Background: an optimization exercise with open tools, aiming at small area, a short achievable clock period and few clock cycles per item. Do not read the settings as production practice. No run shown here included a check of the RTL's function; only the layout flow was run. No activity file was given, so power comes from the tool's default toggle rates.

==> flow/run.sh <==
#!/bin/bash
cp standard.sh standard_sh.txt
export SETUP_SLACK_MARGIN=6.4
bash standard.sh > standard.log 2>&1
==> standard.sh <==
#!/bin/bash
# synth_recipe.tcl (not shown) runs the flow's synth.tcl, then flattens the netlist and writes it again
# the make line also repeats each setting of config.mk as NAME=value (left out here)
make -C /OpenROAD-flow-scripts/flow DESIGN_CONFIG=/design/flow/config.mk WORK_HOME=/design/flow/orfs CLKGATE_MAP_FILE= SYNTH_SCRIPT=/design/flow/synth_recipe.tcl "${@:-finish}"
==> config.mk <==
export PLATFORM = sky130hd
export DESIGN_NAME = pipelined_div_radix2
export DESIGN_NICKNAME = pipelined_div_radix2
export VERILOG_FILES = /design/flow/design.v
export SDC_FILE = /design/flow/constraint.sdc
export NUM_CORES = 4
export LEC_CHECK = 0
export CAP_MARGIN = 20
export CORE_MARGIN = 2
export CORE_UTILIZATION = 40
export SLEW_MARGIN = 20
==> constraint.sdc <==
create_clock -name core_clock -period 10.0 [get_ports {iCLOCK}]
set_input_delay 2.0000 -clock core_clock [delete_from_list [all_inputs] [get_ports {iCLOCK}]]
set_output_delay 2.0000 -clock core_clock [all_outputs]
set_load 0.01 [all_outputs]
==> design.v <==
`default_nettype none
`default_nettype wire
`default_nettype none
`default_nettype wire
`default_nettype none
module pipelined_div_radix2(
		input wire iCLOCK,
		input wire inRESET,
		input wire iREMOVE,
		output wire oSOURCE_BUSY,
		input wire iSOURCE_VALID,
		input wire iSOURCE_SIGN,
		input wire [31:0] iSOURCE_DIVIDEND,
		input wire [31:0] iSOURCE_DIVISOR,
		input wire iOUT_BUSY,
		output wire oOUT_VALID,
		output wire [31:0] oOUT_DATA_Q,
		output wire [31:0] oOUT_DATA_R
	);
	localparam [2:0] PH_ITER  = 3'd1;
	localparam [2:0] PH_NEG1  = 3'd2;
	localparam [2:0] PH_NEG2  = 3'd3;
	localparam [2:0] PH_PSUB  = 3'd4;
	reg b_run;			 
	reg b_valid;		 
	reg b_pend;			 
	reg [2:0] b_ph;
	reg b_post;			 
	reg b_an;			 
	reg b_bn;			 
	reg b_cin;			 
	reg [5:0] b_sa;		 
	reg [5:0] b_cnt;	 
	reg [31:0] b_r;		 
	reg [31:0] b_y;		 
	reg [31:0] b_dv;	 
	reg [31:0] b_q;		 
	function [5:0] func_clz;
		input [31:0] v;
		integer i;
		begin
			func_clz = 6'd32;
			for(i = 0; i < 32; i = i + 1)begin
				if(v[i])begin
					func_clz = 6'd31 - i[5:0];
				end
			end
		end
	endfunction
	wire qn = b_an ^ b_bn;
	wire [5:0] first_d = b_cnt - b_sa;
	wire first_skip = first_d[5];
	wire [4:0] first_j = first_d[4:0];
	wire first_bz = (b_cnt == 6'd32) && !b_bn;
	wire amt_zero = qn && (!b_run || ((b_ph == PH_NEG2) && !b_post));
	wire [4:0] sh_amt = amt_zero? 5'd0 : (!b_run? first_j : b_cnt[4:0]);
	wire [31:0] sh_y = (b_dv << sh_amt) ^ {32{!b_bn}};
	wire [32:0] add_s = {1'b0, b_r} + {1'b0, b_y} + {32'd0, b_cin};
	wire step_ok = add_s[32];
	wire last_iter = (b_cnt == 6'd0);
	reg fin;
	always@* begin
		case(b_ph)
			PH_ITER  : fin = last_iter && !b_an;
			PH_NEG2  : fin = b_post;
			PH_PSUB  : fin = !step_ok && !b_an;
			default  : fin = 1'b0;
		endcase
	end
	wire fin_early = ((b_ph == PH_ITER) && last_iter && !b_an) || ((b_ph == PH_NEG2) && b_post);
	assign oSOURCE_BUSY = b_pend || (b_run && !fin_early);
	wire accept = iSOURCE_VALID && !oSOURCE_BUSY && !iREMOVE;
	wire start = b_pend && !b_run && (!b_valid || !iOUT_BUSY) && !iREMOVE;
	wire start_done = first_bz || first_skip;
	wire src_an = iSOURCE_SIGN && iSOURCE_DIVIDEND[31];
	wire src_bn = iSOURCE_SIGN && iSOURCE_DIVISOR[31];
	always@(posedge iCLOCK or negedge inRESET)begin
		if(!inRESET)begin
			b_run <= 1'b0;
			b_valid <= 1'b0;
			b_pend <= 1'b0;
		end
		else if(iREMOVE)begin
			b_run <= 1'b0;
			b_valid <= 1'b0;
			b_pend <= 1'b0;
		end
		else begin
			if(accept)begin
				b_pend <= 1'b1;
			end
			if(start)begin
				b_pend <= 1'b0;
				b_run <= !start_done;
				b_valid <= start_done;
			end
			else if(b_run)begin
				if(fin)begin
					b_run <= 1'b0;
					b_valid <= 1'b1;
				end
			end
			else if(!iOUT_BUSY)begin
				b_valid <= 1'b0;
			end
		end
	end
	always@(posedge iCLOCK)begin
		if(start)begin
			b_post <= 1'b0;
			b_cnt <= {1'b0, first_j};
			b_cin <= !b_bn;
			b_r <= b_y;
			if(first_bz)begin
				b_q <= {{31{!b_an}}, 1'b1};
			end
			else if(first_skip)begin
				b_q <= 32'd0;
			end
			else if(b_an)begin
				b_ph <= PH_NEG1;
			end
			else if(qn)begin
				b_y <= sh_y;
				b_ph <= PH_PSUB;
			end
			else begin
				b_y <= sh_y;
				b_q <= 32'd0;
				b_ph <= PH_ITER;
			end
		end
		else if(b_run)begin
			case(b_ph)
				PH_NEG1 : begin
					b_y <= ~b_r;
					b_cin <= 1'b1;
					b_r <= 32'd0;
					b_ph <= PH_NEG2;
				end
				PH_NEG2 : begin
					b_r <= add_s[31:0];
					b_y <= sh_y;
					b_cin <= !b_bn;
					if(!b_post)begin
						if(qn)begin
							b_ph <= PH_PSUB;
						end
						else begin
							b_q <= 32'd0;
							b_ph <= PH_ITER;
						end
					end
				end
				PH_PSUB : begin
					b_y <= sh_y;
					if(step_ok)begin
						b_r <= add_s[31:0];
						b_q <= 32'hFFFFFFFF;
						b_ph <= PH_ITER;
					end
					else begin
						b_q <= 32'd0;
						b_post <= 1'b1;
						b_ph <= PH_NEG1;
					end
				end
				default : begin
					b_cnt <= b_cnt - 6'd1;
					b_y <= {1'b1, b_y[31:1]};
					b_q <= {b_q[30:0], step_ok ^ qn};
					if(step_ok)begin
						b_r <= add_s[31:0];
					end
					if(last_iter)begin
						b_post <= 1'b1;
						b_ph <= PH_NEG1;
					end
				end
			endcase
		end
		if(accept)begin
			b_an <= src_an;
			b_bn <= src_bn;
			b_sa <= func_clz(iSOURCE_DIVIDEND);
			b_cnt <= func_clz((iSOURCE_DIVISOR ^ {32{src_bn}}) | {31'd0, src_bn});
			b_y <= iSOURCE_DIVIDEND;
			b_dv <= iSOURCE_DIVISOR;
		end
	end
	assign oOUT_VALID = b_valid;
	assign oOUT_DATA_Q = b_q;
	assign oOUT_DATA_R = b_r;
endmodule
`default_nettype wire
==> summary.txt, run 1 <==
Status -> no timing/DRC/antenna violations
Non-Filler Instances -> 1953
Max Cap Viol -> 0
Crit Path Max Fanout -> 2
Synth Flop Type -> edfxtp_1
DP Area -> 13700 sq um
CP arrival -> 2.09 ns
Fmax -> 244 MHz
Main combinational cell family by area after synthesis -> compound AO/OA/AOI/OAI gates
PnR worst setup slack -> 5.91 ns
Cell count after synthesis -> 1371
Die width -> 178 um
Critical Path RT -> 8.00 ns
Max VDD drop -> 0.134 mV
Simple-gate area share of the yosys netlist -> 18.1%
CTS sink count -> 150
Async set-reset flop share out of synthesis -> 2.00%
Min-Delay Path Class -> reg -> reg
Vias -> 12.2k
Final RePlAce weighted congestion -> 0.957
Vias in the first global route -> 11.2k
Diodes inserted -> 0
Min Hold Slack -> 0.508 ns
RSZ-0062 raised after global routing -> yes
Final Hold Fails -> 0
Synth area leaders -> edfxtp_1, nand2_1, mux2i_1
Syn nets -> 1483
Antenna Nets Post-Route -> 0
Root Driver -> clkbuf_16
Initial antenna violation count -> 1
Relative max-transition margin -> 31.5%
Via/cell ratio -> 6.26
Fillers -> 2669
Port Buffers -> 135
Synth unique cells -> 90
GR Overflow Total -> 0
Post-synthesis compound-gate area fraction -> 26.2%
Place WS -> 4.85 ns
Crit path capture type -> output pin
Most frequent cells in the layout -> nand2_1, edfxtp_1, nor2_1, clkdlybuf4s50_1, a21oi_1
Seq/Total Area, Yosys -> 37.1%
Synth-to-layout area growth -> 36.2%
Post-synthesis mux area share -> 5.64%
Wire per inst -> 22.1 um
Synthesized cell area -> 12100 sq um
Final Cycle Share -> 40.9%
CTS clk-pin slew, worst paths -> 0.07 ns
H-tree Lvls -> 4
Rows -> 63
# setup viols final -> 0
Fin area -> 16400 sq um
Yosys reg bits -> 150
Clk latency of the worst-skew pair -> 0.45 ns
DRC -> 0
Largest buffer count on any clock path -> 2
Largest net degree at the start of global routing -> 71
XOR/XNOR share of the synthesized area -> 3.56%
Post-synth top area cell -> edfxtp_1
First-pass GRT wire length -> 63700 um
Full die area -> 31600 sq um
Initial Utilization -> 40.7%
Pwr dens -> 176 nW/um^2
Fin nets -> 1662
1st-iter DRT viols -> 1456
Core area -> 29600 sq um
Hold_buf cts -> 0
Placed Instances -> 1828
EDFF count, synth -> 146
Setup CP Type -> reg -> out
HPWL after DPL -> 27700 um
IO Pins -> 136
Final clock skew -> 0.0161 ns
Yosys synthesis warning count -> 1
Gr usage total -> 26.1%
CTS buffer count -> 17
Syn Area/Cell -> 8.80 sq um
CP Launch Type -> flip-flop
Area share of fa/ha/maj cells after synthesis -> 4.54%
TritonRoute pass-1 iters -> 7
Final Max Slew Viols -> 0
Post-Route WL -> 43300 um
Min cycle time layout -> 4.09 ns
Synth top area share -> 36.3%
Most common cell after layout, fill and taps aside -> nand2_1
Leakage power -> 0.00604 uW
Share of cells above drive strength 1 -> 22.0%
Actual slew at the worst max-slew pin -> 1.01 ns
TritonCTS clock tree -> built
Die Span Y -> 178 um
Setup_tns -> 0 ns
-- power breakdown --
group	switching (uW)	internal (uW)
logic	757	606
registers	55.0	781
clock network	329	360
-- cell families (layout without fill, tap and decap cells) --
family	after synthesis	in the layout
AND/OR/NAND/NOR	463	467
AO/OA/AOI/OAI	462	469
flip-flops	150	150
buffers and inverters	139	320
multiplexers	66	66
XOR/XNOR	49	49
adder cells (fa/ha/maj)	42	42
-- state kept, by name (all words and copies together) (netlist names), 3 cells and up --
register and count:
b_q 32, b_y 32, b_ph 3, b_sa 6, b_dv 32, b_cnt 6, b_r 32
-- what timing repair did --
| action | CTS | global route |
|---|---|---|
| resized for setup | 226 | 134 |
| cloned | 13 | 3 |
| endpoints found under the setup margin | 226 | 102 |
| pin swaps | 53 | 81 |
| buffers inserted | 55 | 22 |
-- cells in the mapped netlist (12+ instances only) --
library cell	count
nand2_1	160
edfxtp_1	146
nor2_1	115
a21oi_1	104
o21ai_0	101
mux2i_1	56
inv_1	54
clkbuf_1	53
nand3_1	47
ha_1	39
xnor2_1	35
a221o_1	32
nor3_1	31
o211ai_1	27
a21o_1	23
a211oi_1	18
a31oi_1	17
and3_1	16
buf_2	15
nand2b_1	15
o31ai_1	15
nor2b_1	14
xor2_1	14
a221oi_1	13
nor4_1	12
-- cell type report --
class	instances	area (sq um)	area share (%)
inverter	56	231	1.41
multi-input combinational	1093	8280	50.4
clock buffer	17	425	2.59
tap	390	488	2.97
sequential	150	4480	27.3
timing repair buffer	232	2340	14.3
clock inverter	15	185	1.13
-- critical path, cell delays in order, from the launching register on --
cell,delay [ns]
edfxtp_1,0.41
inv_2,0.09
ha_4,0.13
or4b_4,0.47
nor2_4,0.10
a31oi_1,0.10
nor2_1,0.14
inv_1,0.07
buf_2,0.14
-- metal layers --
layer	vias to the layer above	share of wire (%)	GRT usage [%]
li1	5627	-	-
met1	5936	42	34.8
met2	574	48	42.9
met3	93	6.6	3.68
met4	2	3.1	9.84
met5	-	0.030	0
-- worst paths after layout --
kind | startpoint | end | slack (ns) | cells past startpoint
worst max-delay path | b_cnt[1] | oSOURCE_BUSY | 5.91 | 8
worst min-delay path | b_post | b_post | 0.51 | 2
max in group asynchronous | inRESET | b_valid | 8.13 | 1
worst min register to register | b_post | b_post | 0.51 | 2
min in group asynchronous | inRESET | b_run | 1.72 | 1
worst max register to register | b_cnt[0] | b_y[27] | 6.18 | 16
-- per-stage QoR --
step / util, % / total power [uW]
2_1_floorplan: - / 1550
3_3_place_gp: 46.4 / 1840
3_5_place_dp: 46.4 / 1840
4_1_cts: 52.5 / 2690
5_1_grt: 55.4 / 3010
6_report: 55.4 / 2890
==> run 2, diff against run 1 <==
--- a/design.v
+++ b/design.v
@@ -22,7 +22,9 @@
 	localparam [2:0] PH_NEG2  = 3'd3;
 	localparam [2:0] PH_PSUB  = 3'd4;
+	localparam [2:0] PH_ZERO  = 3'd5;
 	reg b_run;			 
 	reg b_valid;		 
 	reg b_pend;			 
+	reg b_busy;			 
 	reg [2:0] b_ph;
 	reg b_post;			 
@@ -64,10 +66,9 @@
 			PH_ITER  : fin = last_iter && !b_an;
 			PH_NEG2  : fin = b_post;
-			PH_PSUB  : fin = !step_ok && !b_an;
+			PH_ZERO  : fin = !b_an;
 			default  : fin = 1'b0;
 		endcase
 	end
-	wire fin_early = ((b_ph == PH_ITER) && last_iter && !b_an) || ((b_ph == PH_NEG2) && b_post);
-	assign oSOURCE_BUSY = b_pend || (b_run && !fin_early);
+	assign oSOURCE_BUSY = b_busy;
 	wire accept = iSOURCE_VALID && !oSOURCE_BUSY && !iREMOVE;
 	wire start = b_pend && !b_run && (!b_valid || !iOUT_BUSY) && !iREMOVE;
@@ -75,4 +76,8 @@
 	wire src_an = iSOURCE_SIGN && iSOURCE_DIVIDEND[31];
 	wire src_bn = iSOURCE_SIGN && iSOURCE_DIVISOR[31];
+	wire pend_next = accept || (b_pend && !start);
+	wire run_next = start? !start_done : (b_run && !fin);
+	wire fin_next = start? ((first_j == 5'd0) && !b_an && !qn) : (b_run && (b_ph == PH_ITER) && (b_cnt == 6'd1) && !b_an);
+	wire busy_next = pend_next || (run_next && !fin_next);
 	always@(posedge iCLOCK or negedge inRESET)begin
 		if(!inRESET)begin
@@ -80,6 +85,8 @@
 			b_valid <= 1'b0;
 			b_pend <= 1'b0;
+			b_busy <= 1'b0;
 		end
 		else if(iREMOVE)begin
+			b_busy <= 1'b0;
 			b_run <= 1'b0;
 			b_valid <= 1'b0;
@@ -87,4 +94,5 @@
 		end
 		else begin
+			b_busy <= busy_next;
 			if(accept)begin
 				b_pend <= 1'b1;
@@ -155,14 +163,17 @@
 				PH_PSUB : begin
 					b_y <= sh_y;
+					b_q <= 32'hFFFFFFFF;
 					if(step_ok)begin
 						b_r <= add_s[31:0];
-						b_q <= 32'hFFFFFFFF;
 						b_ph <= PH_ITER;
 					end
 					else begin
-						b_q <= 32'd0;
-						b_post <= 1'b1;
-						b_ph <= PH_NEG1;
-					end
+						b_ph <= PH_ZERO;
+					end
+				end
+				PH_ZERO : begin
+					b_q <= 32'd0;
+					b_post <= 1'b1;
+					b_ph <= PH_NEG1;
 				end
 				default : begin
==> flow/run.sh (replaced) <==
#!/bin/bash
cp standard.sh standard_sh.txt
export SETUP_SLACK_MARGIN=6.0
bash standard.sh > standard.log 2>&1
==> run 2 against run 1 <==
Global-route usage down 0.54 points. Wire length up 3.0%. Synthesized area up 6.5%. Clock skew down 0.0014 ns. Setup slack better by 0.16 ns. Power down 8.3%. Core utilization down 5.7 points. First-iteration DRC count down 12%. Critical path type is now in -> reg. Die area up 6.3%. Sequential power up 2%. Combinational power down 17%. Design area down 4.5%. Largest power group unchanged.
==> summary.txt, run 2 <==
Most frequent cell after synthesis -> nand2_1
CTS sink count -> 151 (+0.67%)
Crit-path cells -> clkdlybuf4s50_1 -> a21oi_1 -> and3b_2 -> buf_16 -> or3_4 -> buf_12 -> a221oi_1 -> nor2_1
R2r endpoint -> b_r[10]
Post-route core utilization -> 49.7% (-5.7 points)
Final clock skew -> 0.0147 ns (-0.00139 ns)
Largest net degree at the start of global routing -> 79 (+11%)
Yosys synthesis warning count -> 1 (unchanged)
Final RePlAce weighted congestion -> 0.994 (+3.9%)
Via/cell ratio -> 6.38 (+1.8%)
R2r setup slk -> 6.16 ns (-0.02 ns)
Seq/Total Area, Yosys -> 35.1% (-2.1 points)
Status -> no timing/DRC/antenna violations
Leakage power -> 0.00583 uW (-3.4%)
Vias in the first global route -> 11.9k (+5.7%)
Post-synthesis compound-gate area fraction -> 30.8% (+4.6 points)
Min-Delay Path Class -> reg -> reg
Vias -> 13.0k (+5.9%)
Post-synth top area cell -> edfxtp_1
Root Driver -> clkbuf_16
Diodes inserted -> 0 (unchanged)
Port Buffers -> 135 (unchanged)
XOR/XNOR share of the synthesized area -> 2.59% (-0.97 points)
Place WS -> 4.44 ns (-0.414 ns)
TritonRoute pass-1 iters -> 6 (-1)
Antenna Nets Post-Route -> 0 (unchanged)
Crit path capture type -> flip-flop
Setup CP Type -> in -> reg
Async set-reset flop share out of synthesis -> 2.65% (+0.65 points)
CP Launch Type -> primary input
Synth Flop Type -> edfxtp_1
Min cycle time layout -> 3.94 ns (-0.156 ns)
Crit path to -> b_y[7]
Area share of fa/ha/maj cells after synthesis -> 4.36% (-0.18 points)
RR Startpoint -> b_cin
RSZ-0062 raised after global routing -> no
First-pass GRT wire length -> 67900 um (+6.5%)
Simple-gate area share of the yosys netlist -> 18.2% (+0.10 points)
Max VDD drop -> 0.141 mV (+5.4%)
Post-Route WL -> 44600 um (+3.0%)
Initial Utilization -> 40.7% (about the same)
Synthesized cell area -> 12800 sq um (+6.5%)
Synth unique cells -> 80 (-11%)
Core area -> 31600 sq um (+6.5%)
Main combinational cell family by area after synthesis -> compound AO/OA/AOI/OAI gates
Max Cap Viol -> 0 (unchanged)
Synth-to-layout area growth -> 22.1%
Synth area leaders -> edfxtp_1, a21oi_1, nand2_1
Actual slew at the worst max-slew pin -> 1.12 ns (+0.112 ns)
Most common cell after layout, fill and taps aside -> nand2_1
IO Pins -> 136 (unchanged)
Total power -> 2650 uW (-8.3%)
Share of cells above drive strength 1 -> 8.28% (-14 points)
Full die area -> 33600 sq um (+6.3%)
Cell depth of the worst setup path -> 8 (unchanged)
Die width -> 183 um (+3.1%)
Syn Area/Cell -> 8.46 sq um (-3.9%)
WP buf/inv -> 3 (unchanged)
Final Max Slew Viols -> 0 (unchanged)
HPWL after DPL -> 30200 um (+9.0%)
Post-synthesis mux area share -> 4.65% (-0.99 points)
CP max stage delay -> 0.49 ns (+0.02 ns)
Crit Path Max Fanout -> 39 (+37)
Die Span Y -> 183 um (+3.1%)
List of most frequent post-synthesis cells -> nand2_1, nor2_1, edfxtp_1, a21oi_1, o21ai_0
Setup_tns -> 0 ns (unchanged)
CTS buffer count -> 17 (unchanged)
Cell count after synthesis -> 1518 (+11%)
Crit path max-delay family -> buffers and inverters
Final Cycle Share -> 39.4% (-1.6 points)
Critical Path RT -> 10.17 ns (+2.17 ns)
Largest buffer count on any clock path -> 2 (unchanged)
Gr usage total -> 25.6% (-0.54 points)
Rows -> 65 (+3.2%)
Yosys reg bits -> 151 (+0.67%)
Most frequent cells in the layout -> nand2_1, nor2_1, edfxtp_1
GR Overflow Total -> 0 (unchanged)
Slowest cell on the critical path -> or3_4
Pwr dens -> 169 nW/um^2 (-3.9%)
CP startpoint -> iOUT_BUSY
CP arrival -> 4.11 ns (+2.02 ns)
Wire per inst -> 21.9 um (-0.96%)
PnR worst setup slack -> 6.06 ns (+0.156 ns)
Fin nets -> 1730 (+4.1%)
Initial antenna violation count -> 0 (-1)
Synth top area share -> 34.1% (-2.2 points)
EDFF count, synth -> 146 (unchanged)
DRC -> 0 (unchanged)
CTS clk-pin slew, worst paths -> 0.07 ns (about the same)
Syn nets -> 1631 (+10%)
Worst R2R Path Depth -> 14 (-2)
1st-iter DRT viols -> 1279 (-12%)
TritonCTS clock tree -> built
Clk latency of the worst-skew pair -> 0.44 ns (about the same)
H-tree Lvls -> 4 (unchanged)
Final Hold Fails -> 0 (unchanged)
Fmax -> 254 MHz (+4.0%)
# setup viols final -> 0 (unchanged)
Relative max-transition margin -> 24.5% (-7.0 points)
run 2: metal layers:
metal  vias up  track usage [%]  wire [um]
met5         -                0          0
li1       6058                -          -
met1      6282             36.1      20100
met2       556             40.6      20500
met3        58             3.99       3050
met4         0             7.04        967
run 2: where the power goes:
part           internal [uW]  switching, uW  leakage (uW)
Sequential               786           63.9       0.00142
Clock                    354            309      0.000287
Combinational            470            664       0.00413
Total                   1610           1040       0.00583
run 2: timing repair:
action / 4_1_cts / 5_1_grt
setup buffers: 5 / 11
hold buffers: 0 / 0
endpoints found under the setup margin: 222 / 121
resized for setup: 44 / 22
hold endpoints to repair: 0 / 0
pin swaps: 5 / 6
cloned: 5 / 4
run 2: per-stage QoR:
stage	hold slack (ns)	instances	instance area [sq um]
3_5_place_dp	0.524	1975	14500
4_1_cts	0.541	2017	15400
2_1_floorplan	0.466	1518	12900
3_3_place_gp	0.514	1975	14500
6_report	0.540	2032	15700
5_1_grt	0.577	2032	15700
run 2: logic make-up (layout without fill, tap and decap cells):
kind of cell / after synthesis / count (layout)
muxes: 58 / 58
adders and majority gates: 43 / 43
buffers and inverters: 142 / 250
AOI/OAI and AO/OA: 567 / 570
and+or+nand+nor: 519 / 520
xor gates and xnor gates: 38 / 38
DFF: 151 / 151
run 2: worst min path at each step:
stage | from | to | slack, ns | depth (start not counted)
floorplan | b_post | b_post | 0.47 | 2
global placement | b_post | b_post | 0.51 | 2
detailed placement | b_post | b_post | 0.52 | 2
CTS | b_post | b_post | 0.54 | 2
global route | b_post | b_post | 0.58 | 2
finish | b_post | b_post | 0.54 | 2
run 2: cell type report:
class	instances	area, sq um
Fill cell	3003	15900
Multi-Input combinational cell	1229	8050
Sequential cell	151	4500
Timing Repair Buffer	179	1880
Tap cell	402	503
Clock buffer	17	425
Inverter	38	159
Clock inverter	15	158
Timing Repair inverter	1	8.76
run 2: worst min-delay path, delay by kind of cell (launching register included):
kind	cells	cell delay [ns]
AND/OR/NAND/NOR	1	0.07
AO/OA/AOI/OAI	1	0.06
flip-flops	1	0.38
==> run 3, diff against run 2 <==
==> flow/run.sh (replaced) <==
#!/bin/bash
cp standard.sh standard_sh.txt
export SETUP_SLACK_MARGIN=6.4
bash standard.sh > standard.log 2>&1
==> run 3 against run 2 <==
Still clean on timing, DRC and antenna. First-iteration DRC count increased by 14%. Hold slack improved by 0.00087 ns. Via count increased by 2.9%. Sequential power about the same. Critical endpoint is now b_r[9].
==> summary.txt, run 3 <==
TritonCTS clock tree -> built
Leakage power -> 0.00628 uW (+7.7%)
Final Hold Fails -> 0 (unchanged)
Die Span Y -> 183 um (unchanged)
Rows -> 65 (unchanged)
Synth area leaders -> edfxtp_1, a21oi_1, nand2_1
Most frequent cell after synthesis -> nand2_1
DRC -> 0 (unchanged)
Fin nets -> 1771 (+2.4%)
# setup viols final -> 0 (unchanged)
Synth unique cells -> 80 (unchanged)
Synthesized cell area -> 12800 sq um (unchanged)
Die width -> 183 um (unchanged)
Largest buffer count on any clock path -> 2 (unchanged)
Final RePlAce weighted congestion -> 0.968 (-2.6%)
Max Cap Viol -> 0 (unchanged)
Clock network fraction of total power -> 23.4% (-1.7 points)
Slowest cell on the critical path -> edfxtp_1
Final Cycle Share -> 37.5% (-1.9 points)
HPWL after DPL -> 30400 um (+0.78%)
Setup CP Type -> reg -> reg
Via/cell ratio -> 6.43 (+0.87%)
CTS clk-pin slew, worst paths -> 0.07 ns (about the same)
Syn nets -> 1631 (unchanged)
Synth Flop Type -> edfxtp_1
CP arrival -> 3.89 ns (-0.22 ns)
Min cycle time layout -> 3.75 ns (-0.191 ns)
Flop pwr share -> 30.1% (-2.0 points)
Full die area -> 33600 sq um (unchanged)
Gr usage total -> 27.4% (+1.8 points)
Fillers -> 2912 (-3.0%)
Async set-reset flop share out of synthesis -> 2.65% (unchanged)
Switching pwr -> 1120 uW (+7.7%)
Port Buffers -> 135 (unchanged)
Initial Utilization -> 40.7% (unchanged)
Actual slew at the worst max-slew pin -> 0.794 ns (-0.330 ns)
Diodes inserted -> 0 (unchanged)
Combinational Power Share -> 46.5% (+3.6 points)
Antenna Nets Post-Route -> 0 (unchanged)
Cell count after synthesis -> 1518 (unchanged)
Status -> no timing/DRC/antenna violations
Critical Path Most Common Cell -> fa_2
Initial antenna violation count -> 1 (+1)
Final clock skew -> 0.0138 ns (-0.000912 ns)
Final Max Slew Viols -> 0 (unchanged)
Yosys synthesis warning count -> 1 (unchanged)
Synth top area share -> 34.1% (unchanged)
DP Area -> 14600 sq um (+0.34%)
Post-synth top area cell -> edfxtp_1
Clk latency of the worst-skew pair -> 0.45 ns (about the same)
Share of cells above drive strength 1 -> 16.9% (+8.6 points)
Fmax -> 267 MHz (+5.1%)
Yosys reg bits -> 151 (unchanged)
EDFF count, synth -> 146 (unchanged)
GR Overflow Total -> 0 (unchanged)
CP max stage delay -> 0.51 ns (+0.02 ns)
Crit path capture type -> flip-flop
Setup_tns -> 0 ns (unchanged)
Seq/Total Area, Yosys -> 35.1% (unchanged)
Vias in the first global route -> 12.3k (+3.9%)
Pwr dens -> 169 nW/um^2 (about the same)
Int Pwr -> 1720 uW (+6.5%)
TritonRoute pass-1 iters -> 6 (unchanged)
IO Pins -> 136 (unchanged)
Hold_buf cts -> 0 (unchanged)
Root Driver -> clkbuf_16
Crit Path Max Fanout -> 8 (-79%)
List of most frequent post-synthesis cells -> nand2_1, nor2_1, edfxtp_1, a21oi_1, o21ai_0
Max VDD drop -> 0.140 mV (-0.96%)
RSZ-0062 raised after global routing -> yes
Vias -> 13.3k (+2.9%)
CTS sink count -> 151 (unchanged)
Most common cell after layout, fill and taps aside -> nand2_1
Crit-path cells -> fa_2 -> inv_2 -> fa_2 -> nor2b_2 -> o31a_1 -> o41a_1 -> o32ai_4 -> buf_12 -> o31ai_4 -> a211oi_2 -> o21ai_2 -> o211ai_1 -> buf_6 -> nand2_8
Most frequent cells in the layout -> nand2_1, nor2_1, edfxtp_1
Largest net degree at the start of global routing -> 68 (-14%)
Relative max-transition margin -> 46.8% (+22 points)
CTS buffer count -> 17 (unchanged)
Min-Delay Path Class -> reg -> reg
Synth-to-layout area growth -> 30.6%
Switching Share -> 39.4% (+0.25 points)
Syn Area/Cell -> 8.46 sq um (unchanged)
Post-Route WL -> 47100 um (+5.8%)
Fin area -> 16800 sq um (+6.9%)
First-pass GRT wire length -> 71700 um (+5.6%)
Critical Path RT -> 10.14 ns (-0.03 ns)
1st-iter DRT viols -> 1458 (+14%)
H-tree Lvls -> 4 (unchanged)
Wire per inst -> 22.7 um (+3.7%)
Core area -> 31600 sq um (unchanged)
CP Launch Type -> flip-flop
==> run 3: cell counts after synthesis <==
Identical to the previous run, type by type.
==> run 3: worst max-delay path: cells and delay by family, from the launching register on <==
kind            cells  cell delay (ns)
compound gates      7             1.64
fa+ha+maj           2             0.61
simple gates        2             0.19
buf+inv             3             0.48
flops               1             0.51
==> run 3: repair_timing <==
item	4_1_cts	5_1_grt
setup endpoints to repair	247	78
gates cloned	15	1
buffers inserted	30	20
resized for setup	127	121
pin swaps	26	43
==> run 3: cells by family after synthesis <==
kind of cell    after synthesis  share of synthesized area [%]
mux                          58                           4.65
xor+xnor                     38                           2.59
compound gates              567                           30.8
simple gates                519                           18.2
flops                       151                           35.1
fa+ha+maj                    43                           4.36
buf+inv                     142                           4.37
==> run 3: cell type report <==
| class | count | area [sq um] | area share, % |
|---|---|---|---|
| clock buffer | 18 | 429 | 2.56 |
| sequential | 151 | 4500 | 26.9 |
| inverter | 38 | 161 | 0.963 |
| multi-input combinational | 1232 | 8730 | 52.1 |
| timing repair inverter | 1 | 8.76 | 0.0522 |
| clock inverter | 14 | 155 | 0.925 |
| timing repair buffer | 217 | 2270 | 13.6 |
| tap | 402 | 503 | 3.00 |
==> run 3: metrics by stage <==
stage | hold WS (ns) | total power (uW) | utilization, % | setup WS [ns] | std cells
final | 0.540 | 2830 | 53.1 | 6.25 | 2073
after global routing | 0.579 | 2960 | 53.1 | 6.15 | 2073
after CTS | 0.541 | 2680 | 51.0 | 6.31 | 2052
after detailed placement | 0.521 | 1900 | 46.1 | 4.45 | 1975
after global placement | 0.514 | 1890 | 46.1 | 4.57 | 1975
after floorplan | 0.466 | 1580 | - | 6.24 | 1518
==> run 3: routing by layer <==
layer  up-vias  GRT usage, %  share of wire, %
li1       6132             -                 -
met1      6538          37.9                44
met2       567          43.5                45
met3        94          4.51               7.4
met4         0          9.18               3.2
met5         -             0                 0
==> run 3: worst paths after layout <==
kind                       startpoint      end  slack, ns  cells after the start
setup reg to reg                b_cin   b_r[9]       6.25                     14
setup / recovery                b_cin   b_r[9]       6.25                     14
min in group asynchronous     inRESET   b_pend       1.74                      1
hold / removal                 b_post   b_post       0.54                      2
max in group asynchronous     inRESET  b_valid       8.09                      1
hold reg to reg                b_post   b_post       0.54                      2
==> run 3: power by group through the flow <==
stage,Clock (uW),Combinational [uW],Sequential [uW]
after floorplan,0,736,845
after global placement,0,1030,863
after detailed placement,0,1040,863
after CTS,667,1160,849
after global routing,693,1410,857
final,664,1320,851

afterwards: timing with drivers on the ports:
In the flow no input, the clock included, has a driving cell. The finished layouts below were timed again as built, in two steps.
Step 1: set_driving_cell puts a clkbuf_16 on iCLOCK and a buf_2 on each other input, an assumption about the parent block.
Step 2, shift: input delay + t, output delay - t, t = (earliest + latest rising clock arrival at the registers) / 2. This alone moves slack from input paths to output paths.
Slacks: no drivers / after step 1 / after step 2; pairs: no drivers / after step 1.
run | t (ns) | setup slack, ns | hold WS [ns] | latest minus earliest clock arrival (ns) | worst data-port slew with drivers (ns)
run 1 | 0.495 | 5.907 / 5.856 / 5.884 | 0.508 / 0.508 / 0.508 | 0.016 / 0.016 | 0.04
run 2 | 0.486 | 6.063 / 6.091 / 5.605 | 0.540 / 0.540 / 0.540 | 0.016 / 0.016 | 0.04
run 3 | 0.498 | 6.254 / 6.254 / 5.974 | 0.540 / 0.540 / 0.540 | 0.014 / 0.014 | 0.04
After both steps every run listed still meets setup and hold. For run 2, which loses most, drivers alone change the setup slack by +0.028 ns; drivers and shift together by -0.458 ns.
